Context: an optimization exercise on an open-source flow, tuned for small area, a short achievable clock period and few clock cycles per item. The choices shown serve that exercise and are no tape-out recipe. The clock port is modelled as an ideal driver; clocking choices that lean on that would not hold on a real chip. No activity file was given, so power comes from the tool's default toggle rates.

==> module jpc_idecode, before the edit <==
module jpc_idecode(
    input  wire        clk,
    input  wire        rst,
    input  wire [31:0] instr_I,
    input  wire        instr_valid_I,
    input  wire        decode_ready_I,
    output wire        instr_ready_O,
    output wire [6:0]  opcode_O,
    output wire [2:0]  funct3_O,
    output wire [4:0]  rd_O,
    output wire [31:0] imm32_O,
    output wire [4:0]  rs1_O,
    output wire [4:0]  rs2_O,
    output wire [6:0]  funct7_O,
    output wire        ecall_O,
    output wire        ebreak_O,
    output wire        fence_O,
    output wire        fence_i_O,
    output wire        error_O,
    output reg         decode_valid_O
);
    assign instr_ready_O = decode_ready_I;
    always @(posedge clk or posedge rst) begin
        if (rst)
            decode_valid_O <= 1'b0;
        else
            decode_valid_O <= instr_valid_I & decode_ready_I;
    end
    wire [31:0] i  = instr_I;
    wire [6:0]  op = i[6:0];
    wire        s  = i[31];
    wire op_opimm = (op == 7'b0010011);
    wire op_load  = (op == 7'b0000011);
    wire op_jalr  = (op == 7'b1100111);
    wire op_store = (op == 7'b0100011);
    wire op_br    = (op == 7'b1100011);
    wire op_jal   = (op == 7'b1101111);
    wire op_lui   = (op == 7'b0110111);
    wire op_auipc = (op == 7'b0010111);
    wire op_op    = (op == 7'b0110011);
    wire op_sys   = (op == 7'b1110011);
    wire op_fence = (op == 7'b0001111);
    wire fmt_i = op_opimm | op_load | op_jalr;
    wire fmt_u = op_lui | op_auipc;
    wire upper_zero = (i[31:21] == 11'd0);
    wire d_imm0  = (fmt_i & i[20]) | (op_store & i[7]) | (fmt_u & i[12]);
    wire d_imm11 = ((fmt_i | op_store) & s) | (op_br & i[7]) | (op_jal & i[20]) | (fmt_u & i[23]);
    wire d_ij    = fmt_i | op_jal;
    wire d_sb    = op_store | op_br;
    wire d_sysz  = op_sys & upper_zero;
    wire d_fen   = op_fence & (i[14:13] == 2'b00);
    wire d_err   = ~(fmt_i | op_store | op_br | op_jal | fmt_u | op_op | op_sys | op_fence)
                 | (op_jalr & (i[14:12] != 3'b000))
                 | (op_sys & ~upper_zero)
                 | (op_fence & (i[14:13] != 2'b00));
    reg [31:0] ir;
    reg        imm0_r, imm11_r, ij_r, sb_r, j_r, u_r;
    reg        sysz_r, fen_r, err_r;
    always @(posedge clk) begin
        ir      <= instr_I;
        imm0_r  <= d_imm0;
        imm11_r <= d_imm11;
        ij_r    <= d_ij;
        sb_r    <= d_sb;
        j_r     <= op_jal;
        u_r     <= fmt_u;
        sysz_r  <= d_sysz;
        fen_r   <= d_fen;
        err_r   <= d_err;
    end
    assign opcode_O = ir[6:0];
    assign rd_O     = ir[11:7];
    assign funct3_O = ir[14:12];
    assign rs1_O    = ir[19:15];
    assign rs2_O    = ir[24:20];
    assign funct7_O = ir[31:25];
    wire   isbj_r = ij_r | sb_r;
    assign imm32_O[0]     = imm0_r;
    assign imm32_O[4:1]   = ({4{ij_r}} & ir[24:21]) | ({4{sb_r}} & ir[11:8]) | ({4{u_r}} & ir[16:13]);
    assign imm32_O[10:5]  = ({6{isbj_r}} & ir[30:25]) | ({6{u_r}} & ir[22:17]);
    assign imm32_O[11]    = imm11_r;
    assign imm32_O[19:12] = {8{isbj_r & ~j_r & ir[31]}} | ({8{j_r}} & ir[19:12]) | ({8{u_r}} & ir[31:24]);
    assign imm32_O[31:20] = {12{isbj_r & ir[31]}};
    assign ecall_O   = sysz_r & ~ir[20];
    assign ebreak_O  = sysz_r &  ir[20];
    assign fence_O   = fen_r  & ~ir[12];
    assign fence_i_O = fen_r  &  ir[12];
    assign error_O   = err_r;
endmodule
==> flow/config.mk <==
export PLATFORM = sky130hd
export DESIGN_NAME = jpc_idecode
export DESIGN_NICKNAME = jpc_idecode
export VERILOG_FILES = /design/flow/design.v
export SDC_FILE = /design/flow/constraint.sdc
export NUM_CORES = 4
export LEC_CHECK = 0
export CAP_MARGIN = 20
export CORE_MARGIN = 2
export CORE_UTILIZATION = 40
export SETUP_SLACK_MARGIN = 2.65
export SLEW_MARGIN = 20
==> flow/constraint.sdc <==
create_clock -name core_clock -period 5.0 [get_ports {clk}]
set_input_delay 1.0000 -clock core_clock [delete_from_list [all_inputs] [get_ports {clk}]]
set_output_delay 1.0000 -clock core_clock [all_outputs]
set_load 0.01 [all_outputs]
standard.sh (not shown) runs the stock make flow with config.mk's settings and CLKGATE_MAP_FILE= SYNTH_SCRIPT=/design/flow/synth_recipe.tcl, a recipe that flattens the netlist after the stock synthesis.
==> flow/flow/run.sh <==
#!/bin/bash
# The standard layout with three changes:
#  - synthesis maps the logic with an area-oriented ABC script (flow/synth.tcl is the standard flow's
#    standard synthesis script with only ABC's script replaced by flow/abc_area.script);
#  - the port buffers are the platform's smallest plain buffer (buf_1) instead of the
#    default pick, a delay cell;
#  - clock tree synthesis is replaced by flow/clock.tcl: a few clock buffers, each at the
#    centre of a group of nearby flip-flops, driven directly by the clock port.
# Each tool's full output goes to a log of its own in this folder.
set -euo pipefail
HERE=$(pwd)
export MY_ABC_SCRIPT=$HERE/flow/abc_area.script
SYN="SYNTH_SCRIPT=$HERE/flow/synth.tcl"
PORTS="BUFFER_PORTS_ARGS=-buffer_cell sky130_fd_sc_hd__buf_1"
bash standard.sh "$SYN" "$PORTS" place > flow_place.log 2>&1
MARGIN=$(sed -n "s/^export SETUP_SLACK_MARGIN *= *//p" config.mk)
SETUP_SLACK_MARGIN=${MARGIN:-0} RES_DIR=orfs/results/$FLOW_PLATFORM/jpc_idecode/base \
  CLOCK_GROUPS=3 CLOCK_BUF=sky130_fd_sc_hd__clkbuf_8 \
  openroad -no_init -exit flow/clock.tcl > flow_clock.log 2>&1
bash standard.sh "$SYN" "$PORTS" finish > flow_finish.log 2>&1
Other scripts of this flow, unchanged in this note and not shown: flow/flow/abc_area.script, flow/flow/clock.tcl, flow/flow/synth.tcl
Edit:
--- a/flow/design.v
+++ b/flow/design.v
@@ -42,48 +42,51 @@
     wire op_fence = (op == 7'b0001111);
     wire fmt_i = op_opimm | op_load | op_jalr;
     wire fmt_u = op_lui | op_auipc;
     wire upper_zero = (i[31:21] == 11'd0);
     wire d_imm0  = (fmt_i & i[20]) | (op_store & i[7]) | (fmt_u & i[12]);
     wire d_imm11 = ((fmt_i | op_store) & s) | (op_br & i[7]) | (op_jal & i[20]) | (fmt_u & i[23]);
+    wire d_hi    = (fmt_i | op_store | op_br | op_jal) & s;
     wire d_ij    = fmt_i | op_jal;
     wire d_sb    = op_store | op_br;
+    wire d_isbj  = fmt_i | op_store | op_br | op_jal;
     wire d_sysz  = op_sys & upper_zero;
     wire d_fen   = op_fence & (i[14:13] == 2'b00);
     wire d_err   = ~(fmt_i | op_store | op_br | op_jal | fmt_u | op_op | op_sys | op_fence)
                  | (op_jalr & (i[14:12] != 3'b000))
                  | (op_sys & ~upper_zero)
                  | (op_fence & (i[14:13] != 2'b00));
     reg [31:0] ir;
-    reg        imm0_r, imm11_r, ij_r, sb_r, j_r, u_r;
+    reg        imm0_r, imm11_r, hi_r, ij_r, sb_r, isbj_r, j_r, u_r;
     reg        sysz_r, fen_r, err_r;
     always @(posedge clk) begin
         ir      <= instr_I;
         imm0_r  <= d_imm0;
         imm11_r <= d_imm11;
+        hi_r    <= d_hi;
         ij_r    <= d_ij;
         sb_r    <= d_sb;
+        isbj_r  <= d_isbj;
         j_r     <= op_jal;
         u_r     <= fmt_u;
         sysz_r  <= d_sysz;
         fen_r   <= d_fen;
         err_r   <= d_err;
     end
     assign opcode_O = ir[6:0];
     assign rd_O     = ir[11:7];
     assign funct3_O = ir[14:12];
     assign rs1_O    = ir[19:15];
     assign rs2_O    = ir[24:20];
     assign funct7_O = ir[31:25];
-    wire   isbj_r = ij_r | sb_r;
     assign imm32_O[0]     = imm0_r;
     assign imm32_O[4:1]   = ({4{ij_r}} & ir[24:21]) | ({4{sb_r}} & ir[11:8]) | ({4{u_r}} & ir[16:13]);
     assign imm32_O[10:5]  = ({6{isbj_r}} & ir[30:25]) | ({6{u_r}} & ir[22:17]);
     assign imm32_O[11]    = imm11_r;
-    assign imm32_O[19:12] = {8{isbj_r & ~j_r & ir[31]}} | ({8{j_r}} & ir[19:12]) | ({8{u_r}} & ir[31:24]);
-    assign imm32_O[31:20] = {12{isbj_r & ir[31]}};
+    assign imm32_O[19:12] = {8{hi_r & ~j_r}} | ({8{j_r}} & ir[19:12]) | ({8{u_r}} & ir[31:24]);
+    assign imm32_O[31:20] = {12{hi_r}};
     assign ecall_O   = sysz_r & ~ir[20];
     assign ebreak_O  = sysz_r &  ir[20];
     assign fence_O   = fen_r  & ~ir[12];
     assign fence_i_O = fen_r  &  ir[12];
     assign error_O   = err_r;
 endmodule
Outcome:
- The changed run finished with timing, DRC and antenna clean
- wire length fell by 2.7%
- cell area fell by 1.8%
- total power rose by 3.2%
- synthesized cell count fell by 3.8%
- setup slack gets worse by 44 ps
- hold slack barely changes
- flip-flop and latch count rose by 2
- global-route usage fell by 0.16 points
- critical path depth fell by 3
Function was not checked in any run of this note: the RTL went through the layout flow alone.

what the ideal ports hide:
The flow's constraints put no driver on any port. The routed layouts listed below were extracted and timed again, unchanged, in two steps. Step 1 (the two cells are an assumption about what drives the block):
set clk [get_ports {clk}]
set_driving_cell -lib_cell sky130_fd_sc_hd__clkbuf_16 $clk
set_driving_cell -lib_cell sky130_fd_sc_hd__buf_2 [delete_from_list [all_inputs] $clk]
Step 2, shift: input delay + t, output delay - t, t = (earliest + latest rising clock arrival at the registers) / 2. This alone moves slack from input paths to output paths. Three values: no drivers, after step 1, after step 2; two values: the first two.
run | shift t [ns] | setup WS [ns] | worst register clock-pin slew, ns | cell pins on the clock port's net
the first run | 0.189 | 2.763 / 2.719 / 2.594 | 0.09 / 0.09 | 3
the second run | 0.185 | 2.719 / 2.679 / 2.603 | 0.09 / 0.09 | 3
After both steps setup and hold are still met in every run listed. The setup slack of the first run, which loses most, moves by -0.044 ns with the drivers and by -0.169 ns with both steps.
